What follows belongs to an exercise in optimizing a design on an open flow for small area; a production flow would make more cautious choices.
Only simulation tests tie the RTL to the original design; equivalence was not proved.
Power and IR drop assume default switching activity.

`flow/config.mk`:
```
export PLATFORM = sky130hd
export DESIGN_NAME = RockPaperScissor
export DESIGN_NICKNAME = RockPaperScissor
export VERILOG_FILES = /design/flow/design.v
export SDC_FILE = /design/flow/constraint.sdc
export NUM_CORES = 4
export LEC_CHECK = 0
export ABC_AREA = 1
export CAP_MARGIN = 20
export CORE_MARGIN = 2
export CORE_UTILIZATION = 40
export PLACE_DENSITY = 0.6
export SLEW_MARGIN = 20
```
`flow/flow/remap.abc`:
```
strash
&get -n
&deepsyn -T 60
&put
dch -f
amap
topo
```
`flow/constraint.sdc`:
```
create_clock -name core_clock -period 5.0 [get_ports {MAX10_CLK1_50}]
set_input_delay 1.0000 -clock core_clock [delete_from_list [all_inputs] [get_ports {MAX10_CLK1_50}]]
set_output_delay 1.0000 -clock core_clock [all_outputs]
set_load 0.01 [all_outputs]
```
`flow/standard.sh`:
```
#!/bin/bash
# synth_recipe.tcl (not shown) runs the flow's synth.tcl, then flattens the netlist and writes it again
# the make line also repeats each setting of config.mk as NAME=value (left out here)
make -C /OpenROAD-flow-scripts/flow DESIGN_CONFIG=/design/flow/config.mk WORK_HOME=/design/flow/orfs CLKGATE_MAP_FILE= SYNTH_SCRIPT=/design/flow/synth_recipe.tcl "${@:-finish}"
```
`flow/flow/mkmodels.py`:
```
#!/usr/bin/env python3
"""Write Verilog models of the platform's standard cells from its liberty file:
comb_models.v with each combinational cell's function, seq_models.v with the
other cells (flip-flops, latches, ...) as black boxes.
usage: mkmodels.py LIB OUTDIR"""
import re, sys

lib = open(sys.argv[1]).read()
out = sys.argv[2]
comb, seq = [], []
for c in re.split(r'\n\s*cell\s*\(', lib)[1:]:
    name = c.split(')')[0].strip().strip('"')
    is_seq = re.search(r'\n\s*(ff|latch|statetable)\s*\(', c) is not None
    pins, seen = [], set()
    for m in re.finditer(r'\n\s*pin\s*\(\s*"?(\w+)"?\s*\)\s*\{', c):
        start = i = m.end()
        depth = 1
        while depth:
            depth += {'{': 1, '}': -1}.get(c[i], 0)
            i += 1
        pb = c[start:i]
        d = re.search(r'direction\s*:\s*"?(\w+)"?', pb)
        f = re.search(r'function\s*:\s*"([^"]*)"', pb)
        if m.group(1) not in seen:
            seen.add(m.group(1))
            pins.append((m.group(1), d.group(1) if d else None, f.group(1) if f else None))
    ins = [p for p, d, f in pins if d == 'input']
    outs = [(p, f) for p, d, f in pins if d == 'output']
    ports = ', '.join(ins + [p for p, f in outs])
    decl = ''.join('  input %s;\n' % p for p in ins)
    if is_seq or not outs or any(f is None or 'VPWR' in f for p, f in outs):
        decl += ''.join('  output %s;\n' % p for p, f in outs)
        seq.append('(* blackbox *)\nmodule %s(%s);\n%sendmodule\n' % (name, ports, decl))
    else:
        decl += ''.join('  output %s;\n  assign %s = %s;\n' % (p, p, f) for p, f in outs)
        comb.append('module %s(%s);\n%sendmodule\n' % (name, ports, decl))
open(out + '/comb_models.v', 'w').write('\n'.join(comb))
open(out + '/seq_models.v', 'w').write('\n'.join(seq))
```
`flow/flow/run.sh`:
```
#!/bin/bash
# Layout flow: the standard flow (standard.sh) with its synthesis unchanged, then
#  1. the combinational logic of the synthesised netlist mapped again by ABC for area
#     (flip-flops kept as they are, same cells and names);
#  2. the rest of the standard flow from that netlist, with port buffers of
#     sky130_fd_sc_hd__buf_1 (the default picks clkdlybuf4s50_1) and a clock tree
#     without dummy loads.
#  3. one tie cell for all constant outputs (SKIP_REPAIR_TIE_FANOUT), not one per output.
# Every port but a constant output still gets its buffer; the clock reaches every register through buffers.
# Each tool's output goes to a log file of its own in this folder.
set -euo pipefail
WORK=$(pwd)
R=$WORK/orfs/results/$FLOW_PLATFORM/RockPaperScissor/base
LIB=$FLOW_HOME/platforms/sky130hd/lib/sky130_fd_sc_hd__tt_025C_1v80.lib
YOSYS=$FLOW_HOME/../tools/install/yosys/bin/yosys
export SKIP_REPAIR_TIE_FANOUT=1
export BUFFER_PORTS_ARGS="-buffer_cell sky130_fd_sc_hd__buf_1"
export CTS_ARGS="-sink_clustering_enable -repair_clock_nets -dont_use_dummy_load"

# 1. standard synthesis
bash standard.sh synth > flow_synth.log 2>&1
cp $R/1_2_yosys.v $WORK/synth_standard.v

# 2. map the combinational logic again
mkdir -p $WORK/remap
python3 $WORK/flow/mkmodels.py $LIB $WORK/remap > $WORK/remap/mkmodels.log 2>&1
# the platform's don't-use cells
DU="-dont_use sky130_fd_sc_hd__probe_p_8 -dont_use sky130_fd_sc_hd__probec_p_8 -dont_use sky130_fd_sc_hd__lpflow_bleeder_1 -dont_use sky130_fd_sc_hd__lpflow_clkbufkapwr_1 -dont_use sky130_fd_sc_hd__lpflow_clkbufkapwr_16 -dont_use sky130_fd_sc_hd__lpflow_clkbufkapwr_2 -dont_use sky130_fd_sc_hd__lpflow_clkbufkapwr_4 -dont_use sky130_fd_sc_hd__lpflow_clkbufkapwr_8 -dont_use sky130_fd_sc_hd__lpflow_clkinvkapwr_1 -dont_use sky130_fd_sc_hd__lpflow_clkinvkapwr_16 -dont_use sky130_fd_sc_hd__lpflow_clkinvkapwr_2 -dont_use sky130_fd_sc_hd__lpflow_clkinvkapwr_4 -dont_use sky130_fd_sc_hd__lpflow_clkinvkapwr_8 -dont_use sky130_fd_sc_hd__lpflow_decapkapwr_12 -dont_use sky130_fd_sc_hd__lpflow_decapkapwr_3 -dont_use sky130_fd_sc_hd__lpflow_decapkapwr_4 -dont_use sky130_fd_sc_hd__lpflow_decapkapwr_6 -dont_use sky130_fd_sc_hd__lpflow_decapkapwr_8 -dont_use sky130_fd_sc_hd__lpflow_inputiso0n_1 -dont_use sky130_fd_sc_hd__lpflow_inputiso0p_1 -dont_use sky130_fd_sc_hd__lpflow_inputiso1n_1 -dont_use sky130_fd_sc_hd__lpflow_inputiso1p_1 -dont_use sky130_fd_sc_hd__lpflow_inputisolatch_1 -dont_use sky130_fd_sc_hd__lpflow_isobufsrc_1 -dont_use sky130_fd_sc_hd__lpflow_isobufsrc_16 -dont_use sky130_fd_sc_hd__lpflow_isobufsrc_2 -dont_use sky130_fd_sc_hd__lpflow_isobufsrc_4 -dont_use sky130_fd_sc_hd__lpflow_isobufsrc_8 -dont_use sky130_fd_sc_hd__lpflow_isobufsrckapwr_16 -dont_use sky130_fd_sc_hd__lpflow_lsbuf_lh_hl_isowell_tap_1 -dont_use sky130_fd_sc_hd__lpflow_lsbuf_lh_hl_isowell_tap_2 -dont_use sky130_fd_sc_hd__lpflow_lsbuf_lh_hl_isowell_tap_4 -dont_use sky130_fd_sc_hd__lpflow_lsbuf_lh_isowell_4 -dont_use sky130_fd_sc_hd__lpflow_lsbuf_lh_isowell_tap_1 -dont_use sky130_fd_sc_hd__lpflow_lsbuf_lh_isowell_tap_2 -dont_use sky130_fd_sc_hd__lpflow_lsbuf_lh_isowell_tap_4"
$YOSYS -l $WORK/flow_remap.log -p "
read_verilog $WORK/remap/comb_models.v
read_verilog $WORK/remap/seq_models.v
read_verilog $WORK/synth_standard.v
hierarchy -top $FLOW_TOP
flatten
opt_clean -purge
techmap
opt -purge
abc -liberty $LIB $DU -script $WORK/flow/remap.abc
opt_clean -purge
hilomap -singleton -hicell sky130_fd_sc_hd__conb_1 HI -locell sky130_fd_sc_hd__conb_1 LO
opt_clean -purge
stat -liberty $LIB
write_verilog -noattr -nohex -nodec $WORK/remap/remapped.v
" > /dev/null
cp $WORK/remap/remapped.v $R/1_2_yosys.v

# 3. the rest of the standard flow from the new netlist
bash standard.sh do-1_synth > flow_synth_odb.log 2>&1
bash standard.sh > flow_layout.log 2>&1
```
`flow/design.v`:
```
module ClockDivider100(
	input clk,
	input reset,
	output tick,
	output [4:0] band,   
	output v99,
	output v0
);
	reg [5:0] cnt;
	reg [2:0] q5;    
	reg [2:0] bj;    
	assign tick = (cnt[3:0] == 4'd0);
	wire p19 = cnt[5] & cnt[4] & q5[2] & ~q5[0];
	wire p1  = ~cnt[5] & cnt[4] & ~q5[1] & q5[0];
	assign band[0] = ~bj[2] & ~bj[0];
	assign band[1] = ~bj[1] &  bj[0];
	assign band[2] = ~bj[2] &  bj[1];
	assign band[3] =  bj[2] &  bj[0];
	assign band[4] =  bj[1] & ~bj[0];
	assign v99     =  bj[2] & ~bj[1];
	assign v0 = band[0] & p1;
	always @(posedge clk)
		if (reset) begin
			cnt <= 6'd16; q5 <= 3'b001; bj <= 3'b000;
		end else begin
			cnt <= cnt + 6'd1;
			q5 <= {q5[1] & q5[0], q5[0], ~q5[2]};
			if (tick & (p19 | v99)) bj <= {bj[1:0], ~bj[2]};
		end
endmodule
module RockPaperScissorCases(
	input  [4:0] dc,
	input  [3:0] wr,
	input  [3:0] lr,
	output [9:0] LEDR,
	output [6:0] a0, a1, a2, a3, a4, a5
);
	localparam C_BLANK = 4'd0,
	           C_P0 = 4'd1,
	           C_P1 = 4'd2,
	           C_P2 = 4'd3,
	           C_P3 = 4'd4,
	           C_P4 = 4'd5,
	           C_RT = 4'd6,
	           C_RL = 4'd7,
	           C_IW0 = 4'd8,
	           C_IT0 = 4'd9,
	           C_IL0 = 4'd10,
	           C_IW1 = 4'd12,
	           C_IT1 = 4'd13,
	           C_IL1 = 4'd14;
	wire rw = dc[4];
	wire [3:0] c = dc[3:0];
	wire ci = ~rw & (c == C_IW0 || c == C_IT0 || c == C_IL0 || c == C_IW1 || c == C_IT1 || c == C_IL1);
	function [6:0] seg;
		input [3:0] n;
		reg w, x, y, z;
		begin
			{w, x, y, z} = n;
			seg[0] = w | y | x & z | ~x & ~z;
			seg[1] = ~x | ~y & ~z | y & z;
			seg[2] = x | ~y | z;
			seg[3] = w | ~x & ~z | ~x & y | y & ~z | x & ~y & z;
			seg[4] = ~x & ~z | y & ~z;
			seg[5] = w | ~y & ~z | x & ~y | x & ~z;
			seg[6] = w | x & ~y | ~x & y | y & ~z;
		end
	endfunction
	wire [41:0] w =
		({42{rw}} & {7'd0, 7'd0, 7'd62, 7'd62, 7'd6, 7'd55}) |
		({42{~rw & c == C_P0}} & {7'd0,   7'd0,   7'd49,  7'd63,  7'd57,  7'd57}) |
		({42{~rw & c == C_P1}} & {7'd0,   7'd115, 7'd119, 7'd115, 7'd121, 7'd49}) |
		({42{~rw & c == C_P2}} & {7'd109, 7'd57,  7'd6,   7'd109, 7'd63,  7'd49}) |
		({42{~rw & c == C_P3}} & {7'd56,  7'd6,   7'd109, 7'd119, 7'd49,  7'd94}) |
		({42{~rw & c == C_P4}} & {7'd0,   7'd109, 7'd115, 7'd63,  7'd57,  7'd57}) |
		({42{~rw & (c == C_IW0 || c == C_IW1)}} & {7'd0, 7'd0, 7'd0, 7'd62, 7'd64, 7'd55}) |
		({42{~rw & (c == C_RT || c == C_IT0 || c == C_IT1)}} & {7'd0, 7'd0, 7'd0, 7'd78, 7'd6, 7'd121}) |
		({42{~rw & (c == C_RL || c == C_IL0 || c == C_IL1)}} & {7'd0, 7'd0, 7'd6, 7'd63, 7'd109, 7'd109});
	wire lsh = ci & (lr < 4'd10);
	wire wsh = ci & (wr < 4'd10);
	assign a0 = lsh ? seg(lr) : w[6:0];
	assign a1 = ci ? 7'd64 : w[13:7];
	assign a2 = wsh ? seg(wr) : w[20:14];
	assign a3 = ci ? 7'd0 : w[27:21];
	assign a4 = w[34:28];
	assign a5 = w[41:35];
	wire pos0 = ~rw & (c == C_P0 || c == C_P1 || c == C_P2 || c == C_P3 || c == C_P4 ||
	                   c == C_RT || c == C_IW1 || c == C_IT1 || c == C_IL1);
	wire all = rw & (c == 4'd10 || c == 4'd11 || c == 4'd12);
	genvar k;
	generate for (k = 0; k < 10; k = k + 1) begin : g_led
		if (k == 9) assign LEDR[k] = all | pos0 | (rw & c == 4'd0);
		else assign LEDR[k] = all | (rw & c == 4'd9 - k);
	end endgenerate
endmodule
module RockPaperScissor(
	input        MAX10_CLK1_50,
	input        reset,
	output [7:0] HEX0,
	output [7:0] HEX1,
	output [7:0] HEX2,
	output [7:0] HEX3,
	output [7:0] HEX4,
	output [7:0] HEX5,
	input  [1:0] KEY,
	output [9:0] LEDR,
	input  [9:0] SW
);
	wire clk = MAX10_CLK1_50;
	wire on = SW[0];
	wire restart = ~KEY[1];
	localparam C_BLANK = 4'd0,
	           C_P0 = 4'd1,
	           C_P1 = 4'd2,
	           C_P2 = 4'd3,
	           C_P3 = 4'd4,
	           C_P4 = 4'd5,
	           C_RT = 4'd6,
	           C_RL = 4'd7,
	           C_IW0 = 4'd8,
	           C_IT0 = 4'd9,
	           C_IL0 = 4'd10,
	           C_IW1 = 4'd12,
	           C_IT1 = 4'd13,
	           C_IL1 = 4'd14;
	localparam S_IDLE = 2'd0, S_PICK = 2'd1, S_DISP = 2'd3, S_RES = 2'd2;
	wire tick, v99, v0;
	wire [4:0] band;
	ClockDivider100 u_div(.clk(clk), .reset(reset), .tick(tick), .band(band), .v99(v99), .v0(v0));
	reg [1:0] st;
	reg [8:0] rd;      
	reg [1:0] rs;      
	reg [3:0] wr, lr;  
	reg pend;
	reg cu2;           
	reg [2:0] cu5;     
	reg [3:0] cd;      
	reg [4:0] dc;      
	wire [4:0] m = rd[4:0];    
	wire win  = band[0] & (m[1] | m[4]) | band[1] & (m[2] | m[3]) | band[2] & (m[0] | m[4]) |
	            band[3] & (m[0] | m[2]) | band[4] & (m[1] | m[3]);
	wire tie  = band[0] & m[0] | band[1] & m[1] | band[2] & m[2] | band[3] & m[3] | band[4] & m[4];
	wire loss = band[0] & (m[2] | m[3]) | band[1] & (m[0] | m[4]) | band[2] & (m[1] | m[3]) |
	            band[3] & (m[1] | m[4]) | band[4] & (m[0] | m[2]);
	wire wshow = win | band[1] & m[0];    
	wire go = on & ~v0;
	wire upd = (st == S_PICK) & go & ~v99;
	wire winc = upd & win, linc = upd & loss;
	wire [3:0] yw = (pend | upd & ~win & restart) ? 4'd0 : wr;
	wire [3:0] yl = (pend | upd & ~loss & restart) ? 4'd0 : lr;
	wire cu9 = cu2 & (cu5 == 3'b110);
	wire cu0 = ~cu2 & (cu5 == 3'b000);
	wire cu1 = cu2 & (cu5 == 3'b001);
	wire wrap = (cd == 4'd12) & cu1;
	wire [3:0] c = dc[3:0];
	wire rw = dc[4];
	wire isw = rw | c == C_IW0 | c == C_IW1;
	wire ist = ~rw & (c == C_RT | c == C_IT0 | c == C_IT1);
	wire isi = ~rw & (c == C_IW0 | c == C_IT0 | c == C_IL0 | c == C_IW1 | c == C_IT1 | c == C_IL1);
	wire [3:0] pcls = band[0] ? C_P0 : band[1] ? C_P1 : band[2] ? C_P2 : band[3] ? C_P3 : C_P4;
	always @(posedge clk)
		if (reset) begin
			st <= S_IDLE; wr <= 4'd0; lr <= 4'd0; pend <= 1'b0;
			cu2 <= 1'b0; cu5 <= 3'b000; cd <= 4'd0; dc <= {1'b0, C_BLANK};
		end else if (tick) begin
			pend <= (st == S_IDLE) ? restart : upd ? 1'b0 : pend | restart;
			if ((st == S_IDLE) | upd) begin
				wr <= yw + {3'd0, winc};
				lr <= yl + {3'd0, linc};
			end
			case (st)
				S_IDLE: begin
					dc <= {1'b0, isw ? C_IW0 : ist ? C_IT0 : C_IL0};
					if (on & (SW[1] | SW[2] | SW[3] | SW[4] | SW[5])) begin
						st <= S_PICK;
						rd[4:0] <= {SW[5] & ~SW[4] & ~SW[3] & ~SW[2] & ~SW[1],
						            SW[4] & ~SW[3] & ~SW[2] & ~SW[1],
						            SW[3] & ~SW[2] & ~SW[1],
						            SW[2] & ~SW[1],
						            SW[1]};
					end
				end
				S_PICK: begin
					if (~v99) dc <= {1'b0, pcls};
					else if (isi) dc <= {1'b0, isw ? C_IW1 : ist ? C_IT1 : C_IL1};
					if (go) begin
						st <= S_DISP; rd <= 9'd0;
						rs <= {tie, wshow};
					end
				end
				S_DISP: begin
					rd[4:0] <= rd[4:0] + 5'd1;
					if (&rd[4:0]) rd[8:5] <= rd[8:5] + 4'd1;
					if (on && rd > 9'd200) st <= S_RES;
				end
				default: begin  
					if (rs[0]) begin
						if (!(cd == 4'd10 && cu0)) dc <= {1'b1, cd};
						else if (!rw) dc <= {1'b1, 4'd0};
					end else if (rs[1]) dc <= {1'b0, C_RT};
					else dc <= {1'b0, C_RL};
					if (!on) st <= S_IDLE;
					else begin
						cu2 <= ~wrap & ~cu2;
						cu5 <= wrap ? 3'b000 : {cu5[1] & cu5[0], cu5[0], ~cu5[2]};
						cd <= wrap ? 4'd0 : cd + {3'd0, cu9};
					end
				end
			endcase
		end
	wire [6:0] a0, a1, a2, a3, a4, a5;
	RockPaperScissorCases u_out(.dc(dc), .wr(wr), .lr(lr), .LEDR(LEDR),
		.a0(a0), .a1(a1), .a2(a2), .a3(a3), .a4(a4), .a5(a5));
	assign HEX0 = {1'b1, ~a0};
	assign HEX1 = {1'b1, ~a1};
	assign HEX2 = {1'b1, ~a2};
	assign HEX3 = {1'b1, ~a3};
	assign HEX4 = {1'b1, ~a4};
	assign HEX5 = {1'b1, ~a5};
endmodule
```
==> results of run 1 <==
## critical path, stage by stage (launching register included)
cell      delay [ps]
dfxtp_1          410
nor2_1           320
clkinv_1         200
o22ai_1          250
nand2_1          200
o311ai_0         210
o21ai_1          280
nor2_1           330
clkinv_1         160
nor2_2           230
o221ai_1         190
o21a_1           130
or2_0            190
buf_1            130
## cell usage in the layout (no fill, tap or decap), types with 2 or more instances in the layout
cell type  count
nor2_1        91
o22ai_1        9
dfxtp_1       36
a21o_1         2
or4_1          2
a211oi_1      13
nor2b_1        2
a31oi_1        2
a22oi_1        2
clkinv_1      65
o21a_1         4
nor3_1        13
a31o_1         2
edfxtp_1      11
a221oi_1       4
o21ai_0       39
o31ai_1        4
clkbuf_8       5
nand4_1        3
buf_1         59
a21oi_1       16
o221ai_1       3
nand2_1       45
nand3_1        4
o32ai_1        6
or2_0          4
nor4_1         2
## worst max-delay path by stage
stage               startpoint  depth (start not counted)  slack (ps)       to
floorplan                dc[0]                         12         900  HEX0[3]
global placement         dc[0]                         13         740  HEX0[3]
detailed placement       dc[0]                         13         720  HEX0[3]
CTS                      dc[0]                         13         370  HEX0[3]
global route             dc[0]                         13          70  HEX0[3]
finish                   dc[0]                         13         480  HEX0[3]
## sequential cells by signal, summed over array words and instances (netlist names)
register   cells
st             2
cu2            1
u_div.bj       3
pend           1
cd             4
rs             2
u_div.cnt      6
wr             4
lr             4
u_div.q5       3
cu5            3
dc             5
rd             9
## power groups by stage
stage / logic (mW) / clock network (mW) / registers, mW
floorplan: 0.220 / 0 / 0.422
global placement: 0.331 / 0 / 0.427
detailed placement: 0.332 / 0 / 0.427
CTS: 0.333 / 0.216 / 0.418
global route: 0.373 / 0.229 / 0.421
finish: 0.336 / 0.209 / 0.418
## per-layer routing
layer  GRT usage  share of wire
met5           0              0
met4      0.0540         0.0096
met3      0.0352          0.059
met2       0.355           0.47
met1       0.254           0.46
## through the flow
stage | setup WS, ps | util | hold slack (ps)
finish | 481 | 0.466 | 405
global route | 65.9 | 0.466 | 418
CTS | 366 | 0.466 | 412
detailed placement | 723 | 0.455 | 391
global placement | 745 | 0.455 | 369
floorplan | 901 | - | 366
## area by class of cell
cell class | count | area [um^2]
fillers | 745 | 3590
multi-input cells | 286 | 1450
flip-flops and latches | 47 | 1050
inverters | 65 | 244
repair buffers | 59 | 221
well taps | 80 | 100
clock buffers | 5 | 68.8
==> metrics.yaml, run 1 <==
clk_pin_slew_worst_paths_ps: 90
first_iter_violations: 126
avgViaCountPerCell: 5.44
crit_type: "reg2out"
start_util: 0.408
rsz0062_at_grt: "no"
grtUsageTotal: 0.202
io_pins: 72
report.final.slew_viol_count: 0
timing.slew.headroom: 0.514
required_ps: 4000
p_int_uw: 596
grt_overflow: 0
finalPower_uw: 964
powerDensity_mw_per_mm2: 308
place_area_mm2: 0.00306
antennaDiodeCount: 0
reg2reg_slack_ps: 1840
worstHoldPathType: "reg2reg"
coreArea_mm2: 0.00672
fin_crit_ps: 4520
drt_pass1_iterations: 4
drive_above_1_share: 0.0130
power_switching_uw: 367
cts_hold_buf: 0
min-delay-start: "u_div.q5[2]"
grt_pass1_wl_um: 12200
numCtsBuffers: 5
post_cts_resized: 0
min_period_over_period: 0.904
p_leak_nw: 0.997
ctsRootBufferMaster: "clkbuf_8"
max_freq_mhz: 221
cp_max_fo: 9
r2r_cells: 13
die_area_mm2: 0.00752
clk_latency_ps: 300
startpoint_type: "flip-flop"
dp_cells: 537
arrival_ps: 3520
rows: 30
hold_depth: 1
fp.dieW_um: 86.7
grt_max_degree: 15
place_congestion: 0.866
sw_frac_of_total: 0.381
ant_nets: 0
r2r-start: "u_div.cnt[0]"
vias: 2948
ir_drop_uv: 208
routed_wl_um: 7380
avgSynthCellArea_um2: 6.88
antenna_found_initial: 0
cts_buffer_depth: 2
clock-sinks: 47
syn_area_mm2: 0.00274
drc_errors: 0
power_frac_seq: 0.434
syn2layout_area_growth_pct: 14.3
status: "complete, no violations"
cts_tree: "done"
reg2reg_to: "wr[3]"
fin_area_mm2: 0.00313
final_cells: 542
postCtsSetupBuffers: 0
ys.warnings.count: 3
skew_ps: 17.7
setup-tns-final_ps: 0
tightest_slew_ps: 721
pwr-share-comb: 0.349
setup-violations-final: 0
dp_hpwl_um: 5860
p_clk_frac: 0.217
fin_nets: 478
syn_inst: 398
hold_viol_final: 0
maxCapViolCount: 0
endpoint_kind: "output port"
synth_nets: 412
h-tree-depth: 2
grt_pass1_vias: 2679
wl_per_cell_um: 13.6
die_h_um: 86.7
min_to: "u_div.q5[0]"
port_buffers: 59
==> inputs of run 2 (changes only) <==
--- a/flow/design.v
+++ b/flow/design.v
@@ -124,5 +124,5 @@
 	           C_IT1 = 4'd13,
 	           C_IL1 = 4'd14;
-	localparam S_IDLE = 2'd0, S_PICK = 2'd1, S_DISP = 2'd3, S_RES = 2'd2;
+	localparam S_IDLE = 2'd2, S_PICK = 2'd0, S_DISP = 2'd1, S_RES = 2'd3;
 	wire tick, v99, v0;
 	wire [4:0] band;
@@ -161,5 +161,5 @@
 	always @(posedge clk)
 		if (reset) begin
-			st <= S_IDLE; wr <= 4'd0; lr <= 4'd0; pend <= 1'b0;
+			st <= S_IDLE; wr <= 4'd0; lr <= 4'd0; pend <= 1'b0; rd <= 9'd0; rs <= 2'd0;
 			cu2 <= 1'b0; cu5 <= 3'b000; cd <= 4'd0; dc <= {1'b0, C_BLANK};
 		end else if (tick) begin
--- a/flow/config.mk
+++ b/flow/config.mk
@@ -9,5 +9,5 @@
 export CAP_MARGIN = 20
 export CORE_MARGIN = 2
-export CORE_UTILIZATION = 40
+export CORE_UTILIZATION = 35
 export PLACE_DENSITY = 0.6
 export SLEW_MARGIN = 20
==> metrics.yaml, run 2 <==
avgSynthCellArea_um2: 6.59  # was 6.88 um^2
largest-register: "rd"  # unchanged
cts_tree: "done"  # unchanged
fin_nets: 489  # was 478
dp_hpwl_um: 5520  # was 5860 um
syn_area_mm2: 0.00268  # was 0.00274 mm^2
clock-sinks: 47  # unchanged
finalPower_mw: 1.05  # was 964 uW
hold_depth: 1  # unchanged
drt_pass1_iterations: 5  # was 4
clk_pin_slew_worst_paths_ps: 70  # was 90 ps
ys.warnings.count: 3  # unchanged
min_period_over_period: 0.901  # was 0.904
powerDensity_mw_per_mm2: 339  # was 308 mW/mm^2
postCtsSetupBuffers: 0  # unchanged
fin_crit_ps: 4510  # was 4520 ps
place_congestion: 0.877  # was 0.866
reg_top3: "rd x9, u_div.cnt x6, dc x5"  # unchanged
cp_max_fo: 14  # was 9
ant_nets: 0  # unchanged
rsz0062_at_grt: "no"  # unchanged
cts_hold_buf: 0  # unchanged
post_cts_resized: 0  # unchanged
final_util: 0.424  # was 0.466
port_buffers: 59  # unchanged
die_area_mm2: 0.00838  # was 0.00752 mm^2
endpoint_kind: "output port"  # unchanged
grtUsageTotal: 0.177  # was 0.202
grt_overflow: 0  # unchanged
numCtsBuffers: 5  # unchanged
syn_inst: 407  # was 398
setup-violations-final: 0  # unchanged
io_pins: 72  # unchanged
maxCapViolCount: 0  # unchanged
coreArea_mm2: 0.00733  # was 0.00672 mm^2
status: "complete, no violations"  # unchanged
h-tree-depth: 2  # unchanged
arrival_ps: 3510  # was 3520 ps
fp.dieW_um: 91.5  # was 86.7 um
met2_usage: 0.301  # was 0.355
cp_slowest_cell: "dfxtp_1"  # unchanged
required_ps: 4000  # about the same
ctsRootBufferMaster: "clkbuf_8"  # unchanged
grt_pass1_vias: 2777  # was 2679
antennaDiodeCount: 0  # unchanged
layout_common_cells: "nor2_1, clkinv_1, buf_1, dfxtp_1, o21ai_0"  # was nor2_1, clkinv_1, buf_1, nand2_1, o21ai_0
avgViaCountPerCell: 5.24  # was 5.44
worstHoldPathType: "reg2reg"  # unchanged
p_leak_nw: 0.996  # was 0.997 nW
crit_family: "simple AND/OR/NAND/NOR gates"  # unchanged
crit_path_max_incr_delay_ps: 600  # was 410 ps
r2r-start: "u_div.bj[0]"  # was u_div.cnt[0]
antenna_found_initial: 0  # unchanged
min-delay-start: "u_div.q5[2]"  # unchanged
largest_register_ffs: 9  # unchanged
grt-busiest-layer: "met2"  # unchanged
setup-tns-final_ps: 0  # unchanged
syn2layout_area_growth_pct: 16.0  # was 14.3%
synth_nets: 421  # was 412
reg2reg_to: "lr[0]"  # was wr[3]
drive_above_1_share: 0.0148  # was 0.0130
start_util: 0.366  # was 0.408
crit_type: "reg2out"  # unchanged
crit_buf_inv: 3  # unchanged
r2r_cells: 13  # unchanged
path_cells: "clkinv_1 > nand2_1 > o21ai_0 > nor2b_1 > or2_0 > nor2b_1 > or3_1 > nor2_1 > nor2_1 > clkinv_1 > nor3_1 > nor2_1 > nor2_1 > nor3_1 > buf_1"  # was nor2_1 > clkinv_1 > o22ai_1 > nand2_1 > o311ai_0 > o21ai_1 > nor2_1 > clkinv_1 > nor2_2 > o221ai_1 > o21a_1 > or2_0 > buf_1
fin_hold_ws_ps: 392  # was 405 ps
hold_viol_final: 0  # unchanged
die_h_um: 91.5  # was 86.7 um
final_common_cell: "nor2_1"  # unchanged
routed_wl_um: 7060  # was 7380 um
startpoint_type: "flip-flop"  # unchanged
rows: 31  # was 30
wl_per_cell_um: 12.3  # was 13.6 um
tightest_slew_ps: 741  # was 721 ps
clk_latency_ps: 290  # was 300 ps
first_iter_violations: 204  # was 126
use_met3: 0.0299  # was 0.0352
timing.slew.headroom: 0.506  # was 0.514
cpMostUsedCell: "nor2_1"
cts_buffer_depth: 2  # unchanged
drc_errors: 0  # unchanged
grt_max_degree: 16  # was 15
report.final.slew_viol_count: 0  # unchanged
skew_ps: 12.2  # was 17.7 ps
grt_pass1_wl_um: 12500  # was 12200 um
ir_drop_uv: 117  # was 208 uV
reg2reg_slack_ps: 2200  # was 1840 ps
min_to: "u_div.q5[0]"  # unchanged
vias: 2995  # was 2948
max_freq_mhz: 222  # was 221 MHz
grt_use_met1: 0.229  # was 0.254
[run 2: layout make-up]
class | instances | area, um^2
clock buffer | 5 | 68.8
fill | 818 | 4220
inverter | 66 | 248
multi-input combinational | 294 | 1490
sequential | 47 | 941
tap | 99 | 124
timing repair buffer | 61 | 236
[run 2: worst max path at each step]
| stage | from | end | slack [ps] | cells past startpoint |
|---|---|---|---|---|
| final | dc[4] | HEX2[2] | 490 | 15 |
| after global routing | dc[4] | HEX2[2] | 60 | 15 |
| after CTS | dc[4] | HEX2[2] | 500 | 15 |
| after detailed placement | dc[4] | HEX2[2] | 860 | 15 |
| after global placement | dc[4] | HEX2[2] | 860 | 15 |
| after floorplan | dc[4] | HEX2[2] | 1190 | 15 |
[run 2: worst register-to-register path: cells and delay by family (launching register included)]
family | cells | cell delay [ps]
AOI/OAI and AO/OA | 5 | 1050
DFF | 1 | 420
and+or+nand+nor | 7 | 1160
buffers and inverters | 1 | 110
[run 2: power breakdown]
| group | internal (mW) | switching [mW] |
|---|---|---|
| clock network | 0.0903 | 0.113 |
| logic | 0.145 | 0.300 |
| registers | 0.388 | 0.0181 |
| total | 0.623 | 0.431 |
[run 2: metrics by stage]
step | worst slack, ps | cells | area [um^2]
floorplan | 1190 | 407 | 2680
global placement | 857 | 567 | 3040
detailed placement | 856 | 567 | 3040
CTS | 505 | 572 | 3110
global route | 61.5 | 572 | 3110
finish | 494 | 572 | 3110
[run 2: per-layer routing]
metal,vias up,share of wire
met1,1326,0.47
met5,-,0
met2,93,0.45
met3,10,0.064
met4,0,0.017
li1,1566,-
==> inputs of run 3 (changes only) <==
--- a/flow/config.mk
+++ b/flow/config.mk
@@ -9,5 +9,5 @@
 export CAP_MARGIN = 20
 export CORE_MARGIN = 2
-export CORE_UTILIZATION = 35
+export CORE_UTILIZATION = 30
 export PLACE_DENSITY = 0.6
 export SLEW_MARGIN = 20
==> metrics.yaml, run 3 <==
start_util: 0.309  # was 0.366
dp_cells: 574  # was 567
maxCapViolCount: 0  # unchanged
wl_per_cell_um: 12.2  # was 12.3 um
min_to: "u_div.q5[0]"  # unchanged
coreArea_mm2: 0.00868  # was 0.00733 mm^2
die_area_mm2: 0.00971  # was 0.00838 mm^2
numCtsBuffers: 5  # unchanged
power_frac_seq: 0.387  # was 0.385
clock-sinks: 47  # unchanged
hold_viol_final: 0  # unchanged
rsz0062_at_grt: "no"  # unchanged
path_cells: "nor2_1 > nand2_1 > o21ai_0 > nor2_1 > o21ai_0 > or2_0 > nor2b_1 > or3_1 > nor2_1 > nor2_1 > clkinv_1 > nor3_1 > nor2_1 > nor2_1 > nor3_1 > buf_1"  # was clkinv_1 > nand2_1 > o21ai_0 > nor2b_1 > or2_0 > nor2b_1 > or3_1 > nor2_1 > nor2_1 > clkinv_1 > nor3_1 > nor2_1 > nor2_1 > nor3_1 > buf_1
cts_buffer_depth: 2  # unchanged
grt_pass1_vias: 2704  # was 2777
crit_buf_inv: 2  # was 3
cp_max_fo: 14  # unchanged
crit_path_max_incr_delay_ps: 480  # was 600 ps
vias: 3020  # was 2995
skew_ps: 15.1  # was 12.2 ps
pwr-share-comb: 0.419  # was 0.422
antennaDiodeCount: 0  # unchanged
fin_crit_ps: 4420  # was 4510 ps
r2r-start: "u_div.cnt[0]"  # was u_div.bj[0]
status: "complete, no violations"  # unchanged
arrival_ps: 3420  # was 3510 ps
max_freq_mhz: 226  # was 222 MHz
antenna_found_initial: 0  # unchanged
io_pins: 72  # unchanged
timing.slew.headroom: 0.423  # was 0.506
fin_nets: 487  # was 489
report.final.slew_viol_count: 0  # unchanged
r2r_cells: 12  # was 13
crit_family: "simple AND/OR/NAND/NOR gates"  # unchanged
fin_area_mm2: 0.00311  # about the same
postCtsSetupBuffers: 0  # unchanged
syn_area_mm2: 0.00268  # unchanged
drt_pass1_iterations: 5  # unchanged
avgSynthCellArea_um2: 6.59  # unchanged
final_cells: 579  # was 572
setup-tns-final_ps: 0  # unchanged
p_clk_frac: 0.193  # about the same
syn_inst: 407  # unchanged
place_area_mm2: 0.00304  # about the same
power_switching_uw: 431  # about the same
endpoint_kind: "output port"  # unchanged
largest_register_ffs: 9  # unchanged
grt_overflow: 0  # unchanged
clk_pin_slew_worst_paths_ps: 90  # was 70 ps
drive_above_1_share: 0.0170  # was 0.0148
dp_hpwl_um: 5580  # was 5520 um
final_common_cell: "nor2_1"  # unchanged
hold_depth: 1  # unchanged
cp_slowest_cell: "dfxtp_2"  # was dfxtp_1
worstHoldPathType: "reg2reg"  # unchanged
finalPower_mw: 1.05  # about the same
crit_type: "reg2out"  # unchanged
reg_top3: "rd x9, u_div.cnt x6, dc x5"  # unchanged
syn2layout_area_growth_pct: 16.1  # was 16.0%
required_ps: 4000  # about the same
min-delay-start: "u_div.q5[2]"  # unchanged
h-tree-depth: 2  # unchanged
sw_frac_of_total: 0.410  # was 0.409
first_iter_violations: 162  # was 204
die_h_um: 98.5  # was 91.5 um
grt_max_degree: 16  # unchanged
largest-register: "rd"  # unchanged
cp-startpoint: "dc[4]"  # unchanged
grt_pass1_wl_um: 12200  # was 12500 um
cpMostUsedCell: "nor2_1"  # unchanged
rows: 34  # was 31
setup-violations-final: 0  # unchanged
powerDensity_mw_per_mm2: 338  # was 339 mW/mm^2
place_congestion: 0.844  # was 0.877
avgViaCountPerCell: 5.22  # was 5.24
routed_wl_um: 7070  # was 7060 um
ant_nets: 0  # unchanged
synth_nets: 421  # unchanged
ir_drop_uv: 124  # was 117 uV
min_period_over_period: 0.884  # was 0.901
n_fill_cell: 957  # was 818
startpoint_type: "flip-flop"  # unchanged
layout_common_cells: "nor2_1, clkinv_1, buf_1, dfxtp_1, o21ai_0"  # unchanged
port_buffers: 59  # unchanged
clk_latency_ps: 300  # was 290 ps
p_int_uw: 620  # was 623 uW
fp.dieW_um: 98.5  # was 91.5 um
ctsRootBufferMaster: "clkbuf_8"  # unchanged
p_leak_nw: 0.987  # was 0.996 nW
reg2reg_to: "cd[3]"  # was lr[0]
grtUsageTotal: 0.147  # was 0.177
drc_errors: 0  # unchanged
ys.warnings.count: 3  # unchanged
tightest_slew_ps: 858  # was 741 ps
reg2reg_slack_ps: 1840  # was 2200 ps
cts_tree: "done"  # unchanged
==> run 3: stage by stage <==
step,worst slack [ps],util,hold WS [ps]
final,581,0.359,394
after global routing,230,0.359,415
after CTS,372,0.358,398
after detailed placement,747,0.350,381
after global placement,809,0.350,377
after floorplan,1190,-,366
==> run 3: power by group through the flow <==
stage / logic (mW) / registers, mW / clock network [mW]
2_1_floorplan: 0.295 / 0.410 / 0
3_3_place_gp: 0.438 / 0.415 / 0
3_5_place_dp: 0.441 / 0.414 / 0
4_1_cts: 0.443 / 0.406 / 0.211
5_1_grt: 0.501 / 0.409 / 0.226
6_report: 0.441 / 0.407 / 0.203
==> run 3: timing repair <==
action | in CTS | in global routing
endpoints found under the setup margin | 0 | 1
endpoints found under the hold margin | 0 | 0
hold buffers | 0 | 0
resized for setup | 0 | 3
==> run 3: worst reg2reg max path: stages, from the launching register on <==
cell and delay [ps]:
dfxtp_1 340, nor4_1 760, clkinv_1 280, nor2_1 210, clkinv_1 110, nor2_1 350, nand2_1 130, nor4_1 270
nand2_1 150, clkinv_1 80, and3_1 190, nor2_1 50, a211oi_1 160
==> run 3: how the worst max path moves through the flow <==
stage | end | slack [ps] | depth (start not counted)
after floorplan | HEX2[2] | 1190 | 15
after global placement | HEX2[2] | 810 | 16
after detailed placement | HEX2[2] | 750 | 16
after CTS | HEX2[2] | 370 | 16
after global routing | HEX2[2] | 230 | 16
final | HEX2[2] | 580 | 16
==> run 3: area by class of cell <==
| cell class | count | area (um^2) | area share |
|---|---|---|---|
| inverters | 66 | 251 | 0.0808 |
| repair buffers | 59 | 221 | 0.0711 |
| flip-flops and latches | 47 | 943 | 0.303 |
| multi-input cells | 294 | 1490 | 0.480 |
| well taps | 108 | 135 | 0.0434 |
| clock buffers | 5 | 68.8 | 0.0221 |
==> run 3: layer usage <==
layer / global-route usage / share of wire
met5: 0 / 0
met4: 0.0411 / 0.0081
met3: 0.0255 / 0.067
met2: 0.244 / 0.45
met1: 0.198 / 0.48
==> inputs of run 4 (changes only) <==
--- a/flow/design.v
+++ b/flow/design.v
@@ -33,4 +33,5 @@
 	input  [3:0] wr,
 	input  [3:0] lr,
+	input        i9,     
 	output [9:0] LEDR,
 	output [6:0] a0, a1, a2, a3, a4, a5
@@ -46,11 +47,8 @@
 	           C_IW0 = 4'd8,
 	           C_IT0 = 4'd9,
-	           C_IL0 = 4'd10,
-	           C_IW1 = 4'd12,
-	           C_IT1 = 4'd13,
-	           C_IL1 = 4'd14;
+	           C_IL0 = 4'd10;
 	wire rw = dc[4];
 	wire [3:0] c = dc[3:0];
-	wire ci = ~rw & (c == C_IW0 || c == C_IT0 || c == C_IL0 || c == C_IW1 || c == C_IT1 || c == C_IL1);
+	wire ci = ~rw & (c == C_IW0 || c == C_IT0 || c == C_IL0);
 	function [6:0] seg;
 		input [3:0] n;
@@ -74,7 +72,7 @@
 		({42{~rw & c == C_P3}} & {7'd56,  7'd6,   7'd109, 7'd119, 7'd49,  7'd94}) |
 		({42{~rw & c == C_P4}} & {7'd0,   7'd109, 7'd115, 7'd63,  7'd57,  7'd57}) |
-		({42{~rw & (c == C_IW0 || c == C_IW1)}} & {7'd0, 7'd0, 7'd0, 7'd62, 7'd64, 7'd55}) |
-		({42{~rw & (c == C_RT || c == C_IT0 || c == C_IT1)}} & {7'd0, 7'd0, 7'd0, 7'd78, 7'd6, 7'd121}) |
-		({42{~rw & (c == C_RL || c == C_IL0 || c == C_IL1)}} & {7'd0, 7'd0, 7'd6, 7'd63, 7'd109, 7'd109});
+		({42{~rw & (c == C_IW0)}} & {7'd0, 7'd0, 7'd0, 7'd62, 7'd64, 7'd55}) |
+		({42{~rw & (c == C_RT || c == C_IT0)}} & {7'd0, 7'd0, 7'd0, 7'd78, 7'd6, 7'd121}) |
+		({42{~rw & (c == C_RL || c == C_IL0)}} & {7'd0, 7'd0, 7'd6, 7'd63, 7'd109, 7'd109});
 	wire lsh = ci & (lr < 4'd10);
 	wire wsh = ci & (wr < 4'd10);
@@ -86,5 +84,5 @@
 	assign a5 = w[41:35];
 	wire pos0 = ~rw & (c == C_P0 || c == C_P1 || c == C_P2 || c == C_P3 || c == C_P4 ||
-	                   c == C_RT || c == C_IW1 || c == C_IT1 || c == C_IL1);
+	                   c == C_RT) | ci & i9;
 	wire all = rw & (c == 4'd10 || c == 4'd11 || c == 4'd12);
 	genvar k;
@@ -120,8 +118,5 @@
 	           C_IW0 = 4'd8,
 	           C_IT0 = 4'd9,
-	           C_IL0 = 4'd10,
-	           C_IW1 = 4'd12,
-	           C_IT1 = 4'd13,
-	           C_IL1 = 4'd14;
+	           C_IL0 = 4'd10;
 	localparam S_IDLE = 2'd2, S_PICK = 2'd0, S_DISP = 2'd1, S_RES = 2'd3;
 	wire tick, v99, v0;
@@ -155,7 +150,6 @@
 	wire [3:0] c = dc[3:0];
 	wire rw = dc[4];
-	wire isw = rw | c == C_IW0 | c == C_IW1;
-	wire ist = ~rw & (c == C_RT | c == C_IT0 | c == C_IT1);
-	wire isi = ~rw & (c == C_IW0 | c == C_IT0 | c == C_IL0 | c == C_IW1 | c == C_IT1 | c == C_IL1);
+	wire isw = rw | c == C_IW0;
+	wire ist = ~rw & (c == C_RT | c == C_IT0);
 	wire [3:0] pcls = band[0] ? C_P0 : band[1] ? C_P1 : band[2] ? C_P2 : band[3] ? C_P3 : C_P4;
 	always @(posedge clk)
@@ -174,5 +168,5 @@
 					if (on & (SW[1] | SW[2] | SW[3] | SW[4] | SW[5])) begin
 						st <= S_PICK;
-						rd[4:0] <= {SW[5] & ~SW[4] & ~SW[3] & ~SW[2] & ~SW[1],
+						rd[5:0] <= {1'b0, SW[5] & ~SW[4] & ~SW[3] & ~SW[2] & ~SW[1],
 						            SW[4] & ~SW[3] & ~SW[2] & ~SW[1],
 						            SW[3] & ~SW[2] & ~SW[1],
@@ -183,5 +177,5 @@
 				S_PICK: begin
 					if (~v99) dc <= {1'b0, pcls};
-					else if (isi) dc <= {1'b0, isw ? C_IW1 : ist ? C_IT1 : C_IL1};
+					rd[5] <= 1'b1;
 					if (go) begin
 						st <= S_DISP; rd <= 9'd0;
@@ -210,5 +204,6 @@
 		end
 	wire [6:0] a0, a1, a2, a3, a4, a5;
-	RockPaperScissorCases u_out(.dc(dc), .wr(wr), .lr(lr), .LEDR(LEDR),
+	wire i9 = (st == S_DISP) | (st == S_RES) | (st == S_PICK) & rd[5];
+	RockPaperScissorCases u_out(.dc(dc), .wr(wr), .lr(lr), .i9(i9), .LEDR(LEDR),
 		.a0(a0), .a1(a1), .a2(a2), .a3(a3), .a4(a4), .a5(a5));
 	assign HEX0 = {1'b1, ~a0};
--- a/flow/config.mk
+++ b/flow/config.mk
@@ -11,3 +11,4 @@
 export CORE_UTILIZATION = 30
 export PLACE_DENSITY = 0.6
+export SETUP_SLACK_MARGIN = 0.4
 export SLEW_MARGIN = 20
==> metrics.yaml, run 4 <==
clk_pin_slew_worst_paths_ps: 90  # about the same
required_ps: 4000  # about the same
r2r_cells: 11  # was 12
report.final.slew_viol_count: 0  # unchanged
io_pins: 72  # unchanged
h-tree-depth: 2  # unchanged
endpoint_kind: "output port"  # unchanged
rsz0062_at_grt: "yes"  # was no
rows: 34  # unchanged
cts_tree: "done"  # unchanged
place_congestion: 0.894  # was 0.844
crit_type: "reg2out"  # unchanged
ctsRootBufferMaster: "clkbuf_8"  # unchanged
vias: 3488  # was 3020
cp_max_fo: 3  # was 14
setup-tns-final_ps: -1340  # was 0 ps
start_util: 0.307  # was 0.309
antennaDiodeCount: 0  # unchanged
startpoint_type: "flip-flop"  # unchanged
status: "complete, but fails checks"  # was complete, no violations
setup-violations-final: 6  # was 0
port_buffers: 59  # unchanged
synth_nets: 410  # was 421
violations: "negative setup slack"
avgSynthCellArea_um2: 6.70  # was 6.59 um^2
ys.warnings.count: 3  # unchanged
arrival_ps: 4350  # was 3420 ps
die_h_um: 98.1  # was 98.5 um
finalPower_mw: 1.28  # was 1.05 mW
path_cells: "inv_4 > nor4_4 > clkinv_2 > nor2_4 > nor2_4 > o21ai_4 > nor2_4 > nor2_4 > nand2_2 > nand2_4 > clkinv_4 > nor2_4 > nor2_4 > or3_4 > or2_4 > nor2_4 > clkinv_2 > a2111o_1 > nand3_2 > o32ai_2 > or3_1 > o21a_1 > nor2_2 > buf_2"  # was nor2_1 > nand2_1 > o21ai_0 > nor2_1 > o21ai_0 > or2_0 > nor2b_1 > or3_1 > nor2_1 > nor2_1 > clkinv_1 > nor3_1 > nor2_1 > nor2_1 > nor3_1 > buf_1
avgViaCountPerCell: 5.27  # was 5.22
numCtsBuffers: 5  # unchanged
cp_slowest_cell: "a2111o_1"  # was dfxtp_2
syn_area_mm2: 0.00265  # was 0.00268 mm^2
reg2reg_to: "lr[3]"  # was cd[3]
max_freq_mhz: 187  # was 226 MHz
dp_hpwl_um: 6090  # was 5580 um
crit_path_max_incr_delay_ps: 400  # was 480 ps
fin_crit_ps: 5350  # was 4420 ps
syn2layout_area_growth_pct: 58.2  # was 16.1%
maxCapViolCount: 0  # unchanged
grt_pass1_wl_um: 14300  # was 12200 um
drive_above_1_share: 0.292  # was 0.0170
powerDensity_mw_per_mm2: 305  # was 338 mW/mm^2
worstHoldPathType: "reg2reg"  # unchanged
drc_errors: 0  # unchanged
coreArea_mm2: 0.00864  # was 0.00868 mm^2
cts_buffer_depth: 2  # unchanged
timing.slew.headroom: 0.287  # was 0.423
r2r-start: "u_div.cnt[0]"  # unchanged
grt_overflow: 0  # unchanged
largest_register_ffs: 9  # unchanged
syn_inst: 396  # was 407
layout_common_cells: "nor2_1, buf_4, clkinv_1, buf_1, dfxtp_1"  # was nor2_1, clkinv_1, buf_1, dfxtp_1, o21ai_0
min_period_over_period: 1.07  # was 0.884
fin_area_mm2: 0.00420  # was 0.00311 mm^2
place_ws_ps: -44.1  # was 747 ps
p_leak_nw: 1.62  # was 0.987 nW
clk_latency_ps: 300  # about the same
antenna_found_initial: 0  # unchanged
drt_pass1_iterations: 4  # was 5
skew_ps: 20.1  # was 15.1 ps
critPathCapture: "HEX2[2]"  # unchanged
hold_viol_final: 0  # unchanged
finalWorstSetupSlack_ps: -351  # was 581 ps
final_common_cell: "nor2_1"  # unchanged
place_area_mm2: 0.00333  # was 0.00304 mm^2
grt_pass1_vias: 3131  # was 2704
wl_per_cell_um: 14.8  # was 12.2 um
n_fill_cell: 816  # was 957
reg2reg_slack_ps: 2120  # was 1840 ps
first_iter_violations: 262  # was 162
grt_max_degree: 21  # was 16
grtUsageTotal: 0.176  # was 0.147
min-delay-start: "u_div.q5[2]"  # unchanged
fin_nets: 570  # was 487
reg_top3: "rd x9, u_div.cnt x6, dc x5"  # unchanged
largest-register: "rd"  # unchanged
cp-startpoint: "dc[2]"  # was dc[4]
tightest_slew_ps: 1060  # was 858 ps
ir_drop_uv: 113  # was 124 uV
ant_nets: 0  # unchanged
clock-sinks: 47  # unchanged
fin_hold_ws_ps: 395  # was 394 ps
die_area_mm2: 0.00961  # was 0.00971 mm^2
cpMostUsedCell: "nor2_4"  # was nor2_1
routed_wl_um: 9800  # was 7070 um
fp.dieW_um: 98.1  # was 98.5 um
==> run 4: worst max-delay path, delay by kind of cell, from the launching register on <==
family	cells	cell delay, ps
and+or+nand+nor	15	2440
AOI/OAI and AO/OA	4	800
buffers and inverters	5	440
DFF	1	360
==> run 4: power breakdown <==
group          total, mW  internal, mW  leakage [nW]  switching [mW]
registers          0.404         0.388         0.384          0.0159
clock network      0.204        0.0903        0.0359           0.113
logic              0.671         0.320          1.20           0.352
==> run 4: metal layers <==
metal  share of wire  GRT usage  up-vias
met2            0.50      0.320      123
met3           0.054     0.0265       17
li1                -          -     1711
met4           0.023     0.0374        0
met1            0.43      0.219     1637
met5               0          0        -
==> run 4: stage by stage <==
stage | instances | util
after floorplan | 396 | -
after global placement | 591 | 0.386
after CTS | 645 | 0.452
after detailed placement | 591 | 0.386
final | 662 | 0.486
after global routing | 662 | 0.486
==> run 4: timing repair <==
| item | CTS | global route |
|---|---|---|
| buffers inserted | 49 | 17 |
| hold buffers | 0 | 0 |
| pin swaps | 19 | 19 |
| gates resized for setup | 43 | 52 |
| endpoints found under the setup margin | 13 | 14 |
==> run 4: cell type report <==
cell class	count	area [um^2]	area share
clock buffers	5	68.8	0.0164
inverters	61	244	0.0581
multi-input cells	288	1700	0.406
flip-flops and latches	47	952	0.227
well taps	108	135	0.0322
repair buffers	153	1090	0.261
==> run 4: worst min-delay path by stage <==
stage                        to  depth (start not counted)  slack [ps]
CTS                 u_div.q5[0]                          1         400
finish              u_div.q5[0]                          1         390
global route        u_div.q5[0]                          1         410
floorplan           u_div.q5[0]                          1         370
detailed placement  u_div.q5[0]                          1         380
global placement    u_div.q5[0]                          1         370
==> inputs of run 5 (changes only) <==
--- a/flow/config.mk
+++ b/flow/config.mk
@@ -11,4 +11,3 @@
 export CORE_UTILIZATION = 30
 export PLACE_DENSITY = 0.6
-export SETUP_SLACK_MARGIN = 0.4
 export SLEW_MARGIN = 20
==> metrics.yaml, run 5 <==
status: "complete, but fails checks"  # unchanged
violations: "negative setup slack"  # unchanged
clk_pin_slew_worst_paths_ps: 80  # was 90 ps
timing.slew.headroom: 0.332  # was 0.287
p_leak_nw: 1.51  # was 1.62 nW
start_util: 0.307  # unchanged
port_buffers: 59  # unchanged
dp_hpwl_um: 6170  # was 6090 um
rows: 34  # unchanged
grt_pass1_wl_um: 14100  # was 14300 um
final_common_cell: "buf_4"  # was nor2_1
fin_crit_ps: 5110  # was 5350 ps
ys.warnings.count: 3  # unchanged
setup-tns-final_ps: -403  # was -1340 ps
synth_nets: 410  # unchanged
min_period_over_period: 1.02  # was 1.07
layout_common_cells: "buf_4, nor2_1, buf_1, clkinv_1, dfxtp_1"  # was nor2_1, buf_4, clkinv_1, buf_1, dfxtp_1
coreArea_mm2: 0.00864  # unchanged
required_ps: 4000  # about the same
finalWorstSetupSlack_ps: -106  # was -351 ps
syn2layout_area_growth_pct: 50.0  # was 58.2%
cts_hold_buf: 0  # unchanged
dp_cells: 600  # was 591
reg2reg_slack_ps: 2150  # was 2120 ps
place_ws_ps: 64.1  # was -44.1 ps
avgSynthCellArea_um2: 6.70  # unchanged
worstHoldPathType: "reg2reg"  # unchanged
r2r_cells: 8  # was 11
antennaDiodeCount: 0  # unchanged
antenna_found_initial: 0  # unchanged
place_congestion: 0.859  # was 0.894
skew_ps: 17.6  # was 20.1 ps
arrival_ps: 4110  # was 4350 ps
r2r-start: "u_div.bj[0]"  # was u_div.cnt[0]
ir_drop_uv: 169  # was 113 uV
critPathCapture: "HEX0[2]"  # was HEX2[2]
grtUsageTotal: 0.173  # was 0.176
crit_type: "reg2out"  # unchanged
die_area_mm2: 0.00961  # unchanged
numCtsBuffers: 5  # unchanged
drive_above_1_share: 0.272  # was 0.292
reg_top3: "rd x9, u_div.cnt x6, dc x5"  # unchanged
setup-violations-final: 5  # was 6
fin_area_mm2: 0.00398  # was 0.00420 mm^2
fp.dieW_um: 98.1  # unchanged
syn_area_mm2: 0.00265  # unchanged
powerDensity_mw_per_mm2: 320  # was 305 mW/mm^2
first_iter_violations: 147  # was 262
grt_max_degree: 21  # unchanged
endpoint_kind: "output port"  # unchanged
clk_latency_ps: 300  # about the same
report.final.slew_viol_count: 0  # unchanged
grt_overflow: 0  # unchanged
fin_hold_ws_ps: 388  # was 395 ps
fin_nets: 560  # was 570
drt_pass1_iterations: 4  # unchanged
syn_inst: 396  # unchanged
maxCapViolCount: 0  # unchanged
n_fill_cell: 880  # was 816
ant_nets: 0  # unchanged
avgViaCountPerCell: 5.17  # was 5.27
max_freq_mhz: 196  # was 187 MHz
reg2reg_to: "rd[2]"  # was lr[3]
cp_max_fo: 3  # unchanged
die_h_um: 98.1  # unchanged
routed_wl_um: 8940  # was 9800 um
clock-sinks: 47  # unchanged
h-tree-depth: 2  # unchanged
io_pins: 72  # unchanged
drc_errors: 0  # unchanged
ctsRootBufferMaster: "clkbuf_8"  # unchanged
tightest_slew_ps: 989  # was 1060 ps
cp-startpoint: "dc[3]"  # was dc[2]
startpoint_type: "flip-flop"  # unchanged
final_cells: 652  # was 662
hold_viol_final: 0  # unchanged
cts_buffer_depth: 2  # unchanged
cts_tree: "done"  # unchanged
grt_pass1_vias: 3132  # was 3131
largest-register: "rd"  # unchanged
place_area_mm2: 0.00340  # was 0.00333 mm^2
vias: 3374  # was 3488
wl_per_cell_um: 13.7  # was 14.8 um
largest_register_ffs: 9  # unchanged
rsz0062_at_grt: "yes"  # unchanged
-- run 5: critical path: stages (launching register included) --
cell and delay, ps:
dfxtp_2 380, buf_4 150, nor2_4 50, clkinv_2 70, nor2_2 50, nor2_1 220
nand2_2 130, nor2_2 150, clkinv_1 120, nand2_1 180, nor2_4 60, nor2_4 130
nor2_4 50, or3_4 320, or2_4 270, nor2_4 150, inv_4 60, o41ai_4 250
o21a_1 170, or2_1 150, nor2_2 60, or3_4 350, o21ai_2 130, buf_2 150
-- run 5: cell type report --
class                           count  area (um^2)  share of cell area
Inverter                           61          251              0.0632
Clock buffer                        5         68.8              0.0173
Sequential cell                    47          952               0.239
Tap cell                          108          135              0.0339
Timing Repair Buffer              143          871               0.219
Multi-Input combinational cell    288         1700               0.428
-- run 5: what timing repair did --
action,4_1_cts,5_1_grt
setup endpoints to repair,5,7
resized for setup,27,31
buffers inserted,34,13
pin swaps,9,10
-- run 5: power by group --
group | switching [mW] | internal [mW] | leakage [nW]
logic | 0.342 | 0.323 | 1.09
clock network | 0.114 | 0.0903 | 0.0359
registers | 0.0148 | 0.388 | 0.384
-- run 5: worst min path at each step --
stage / end / cells past startpoint / from
floorplan: u_div.q5[0] / 1 / u_div.q5[2]
global placement: u_div.q5[0] / 1 / u_div.q5[2]
detailed placement: u_div.q5[0] / 1 / u_div.q5[2]
CTS: u_div.q5[0] / 1 / u_div.q5[2]
global route: u_div.q5[0] / 1 / u_div.q5[2]
finish: u_div.q5[0] / 1 / u_div.q5[2]
-- run 5: metal layers --
layer | GRT usage | vias to the layer above | share of wire
met5 | 0 | - | 0
met1 | 0.221 | 1524 | 0.44
met2 | 0.296 | 132 | 0.47
met4 | 0.0566 | 0 | 0.026
met3 | 0.0315 | 26 | 0.058
li1 | - | 1692 | -
-- run 5: stage by stage --
step / util / total power, mW
4_1_cts: 0.439 / 1.19
3_3_place_gp: 0.393 / 0.865
3_5_place_dp: 0.393 / 0.868
5_1_grt: 0.461 / 1.34
2_1_floorplan: - / 0.665
6_report: 0.461 / 1.27
==> inputs of run 6 (changes only) <==
--- a/flow/flow/run.sh
+++ b/flow/flow/run.sh
@@ -2,4 +2,5 @@
 # Layout flow: the standard flow (standard.sh) with its synthesis unchanged, then
 #  1. the combinational logic of the synthesised netlist mapped again by ABC for area
+#     (deep AIG optimisation, then mapping with a delay target),
 #     (flip-flops kept as they are, same cells and names);
 #  2. the rest of the standard flow from that netlist, with port buffers of
==> flow/flow/remap.abc (replaced) <==
strash
&get -n
&deepsyn -T 60
&put
dch -f
map -D 1800
topo
==> metrics.yaml, run 6 <==
hold_viol_final: 0  # unchanged
io_pins: 72  # unchanged
p_leak_nw: 1.12  # was 1.51 nW
dp_hpwl_um: 5870  # was 6170 um
tightest_slew_ps: 720  # was 989 ps
sw_frac_of_total: 0.377  # was 0.370
setup-tns-final_ps: 0  # was -403 ps
numCtsBuffers: 5  # unchanged
ir_drop_uv: 183  # was 169 uV
crit_type: "reg2out"  # unchanged
power_switching_uw: 347  # was 471 uW
rsz0062_at_grt: "no"  # was yes
pwr-share-comb: 0.342  # was 0.523
vias: 3042  # was 3374
setup-violations-final: 0  # was 5
die_area_mm2: 0.00979  # was 0.00961 mm^2
cts_hold_buf: 0  # unchanged
coreArea_mm2: 0.00872  # was 0.00864 mm^2
ctsRootBufferMaster: "clkbuf_8"  # unchanged
p_int_uw: 572  # was 801 uW
drt_pass1_iterations: 4  # unchanged
first_iter_violations: 193  # was 147
avgViaCountPerCell: 5.00  # was 5.17
powerDensity_mw_per_mm2: 292  # was 320 mW/mm^2
largest-register: "rd"  # unchanged
h-tree-depth: 2  # unchanged
clk_latency_ps: 290  # was 300 ps
hold_depth: 1  # unchanged
syn_inst: 435  # was 396
fin_crit_ps: 4470  # was 5110 ps
min-delay-start: "u_div.q5[2]"  # unchanged
startpoint_type: "flip-flop"  # unchanged
avgSynthCellArea_um2: 6.22  # was 6.70 um^2
required_ps: 4000  # about the same
arrival_ps: 3470  # was 4110 ps
synth_nets: 449  # was 410
endpoint_kind: "output port"  # unchanged
routed_wl_um: 7340  # was 8940 um
grt_overflow: 0  # unchanged
grt_pass1_wl_um: 12200  # was 14100 um
skew_ps: 9.30  # was 17.6 ps
cts_tree: "done"  # unchanged
status: "complete, no violations"  # was complete, but fails checks
clk_pin_slew_worst_paths_ps: 80  # about the same
wl_per_cell_um: 12.1  # was 13.7 um
fp.dieW_um: 98.9  # was 98.1 um
report.final.slew_viol_count: 0  # unchanged
rows: 34  # unchanged
grtUsageTotal: 0.149  # was 0.173
port_buffers: 59  # unchanged
final_common_cell: "nor2_1"  # was buf_4
max_freq_mhz: 224  # was 196 MHz
timing.slew.headroom: 0.520  # was 0.332
postCtsSetupBuffers: 0  # was 34
r2r_cells: 11  # was 8
worstHoldPathType: "reg2reg"  # unchanged
r2r-start: "u_div.cnt[0]"  # was u_div.bj[0]
clock-sinks: 47  # unchanged
place_congestion: 0.892  # was 0.859
place_ws_ps: 856  # was 64.1 ps
power_frac_seq: 0.435  # was 0.316
reg2reg_slack_ps: 2340  # was 2150 ps
ant_nets: 0  # unchanged
syn2layout_area_growth_pct: 16.3  # was 50.0%
reg2reg_to: "lr[0]"  # was rd[2]
start_util: 0.310  # was 0.307
reg_top3: "rd x9, u_div.cnt x6, dc x5"  # unchanged
syn_area_mm2: 0.00270  # was 0.00265 mm^2
grt_max_degree: 18  # was 21
drc_errors: 0  # unchanged
drive_above_1_share: 0.0220  # was 0.272
min_period_over_period: 0.894  # was 1.02
min_to: "u_div.q5[0]"  # unchanged
finalWorstSetupSlack_ps: 528  # was -106 ps
layout_common_cells: "nor2_1, clkinv_1, nand2_1, buf_1, dfxtp_1"  # was buf_4, nor2_1, buf_1, clkinv_1, dfxtp_1
post_cts_resized: 0  # was 27
antenna_found_initial: 0  # unchanged
largest_register_ffs: 9  # unchanged
cp_max_fo: 8  # was 3
ys.warnings.count: 3  # unchanged
die_h_um: 98.9  # was 98.1 um
grt_pass1_vias: 2608  # was 3132
maxCapViolCount: 0  # unchanged
p_clk_frac: 0.223  # was 0.161
antennaDiodeCount: 0  # unchanged
fin_nets: 517  # was 560
cts_buffer_depth: 2  # unchanged
[run 6: layout make-up]
type | instances | area (um^2)
Sequential cell | 47 | 941
Multi-Input combinational cell | 311 | 1470
Inverter | 77 | 289
Tap cell | 108 | 135
Timing Repair Buffer | 61 | 236
Fill cell | 989 | 5580
Clock buffer | 5 | 68.8
[run 6: critical path, cell delays in order, from the launching register on]
cell and delay, ps:
dfxtp_1 390, clkinv_1 150, nand3_1 190, nor2_1 380
nor2_1 100, o21ai_0 270, nor2_1 180, nor2_1 180
nand2_1 140, nand2_1 130, clkinv_1 90, nor2_1 200
nand3_1 140, o22ai_1 180, or2_2 150, nor2_1 40
nor2_1 90, nor2_1 50, buf_1 140
[run 6: how the worst max path moves through the flow]
stage | endpoint | start | slack (ps)
6_report | HEX2[2] | dc[1] | 530
5_1_grt | HEX2[2] | dc[3] | 160
4_1_cts | HEX2[2] | dc[1] | 520
3_5_place_dp | HEX2[2] | dc[1] | 860
3_3_place_gp | HEX2[2] | dc[1] | 920
2_1_floorplan | HEX2[2] | dc[4] | 1160
[run 6: through the flow]
step                      area (um^2)  hold slack [ps]  power, mW  utilization  cells
after floorplan                  2700              367      0.609            -    435
after global placement           3080              372      0.721        0.353    604
after detailed placement         3080              375      0.722        0.353    604
after CTS                        3140              394      0.928        0.361    609
after global routing             3140              425      0.985        0.361    609
final                            3140              392      0.919        0.361    609
[run 6: layer usage]
layer  share of wire  global-route usage  up-vias
li1                -                   -     1591
met1            0.48               0.205     1335
met2            0.44               0.246      110
met3           0.073              0.0227        6
met4          0.0095              0.0327        0
met5               0                   0        -
[run 6: power by group through the flow]
stage                     clock network (mW)  registers (mW)  logic [mW]
final                                  0.205           0.400       0.315
after global routing                   0.231           0.402       0.351
after CTS                              0.214           0.400       0.314
after detailed placement                   0           0.408       0.314
after global placement                     0           0.408       0.312
after floorplan                            0           0.407       0.203

re-timing with driven ports:
How much do the figures lean on ideal ports? The routed layouts below were timed once more, with nothing changed but the port constraints.
Step 1 assumes that a clkbuf_16 drives the clock port and a buf_2 every other input.
Step 2 also shifts input and output timing later by t, the mid clock arrival at the registers, as if the neighbouring blocks saw the same clock.
Slacks: ideal ports / drivers / drivers and shift; pairs: ideal ports / drivers.
| run | shift t [ns] | setup slack, ns | worst setup path after step 2 |
|---|---|---|---|
| run 1 | 0.316 | 0.481 / 0.455 / 0.771 | register to output |
| run 2 | 0.316 | 0.494 / 0.466 / 0.782 | register to output |
| run 3 | 0.317 | 0.581 / 0.554 / 0.870 | register to output |
| run 4 | 0.317 | -0.351 / -0.379 / -0.062 | register to output |
| run 5 | 0.315 | -0.106 / -0.132 / 0.183 | register to output |
| run 6 | 0.316 | 0.528 / 0.500 / 0.816 | register to output |
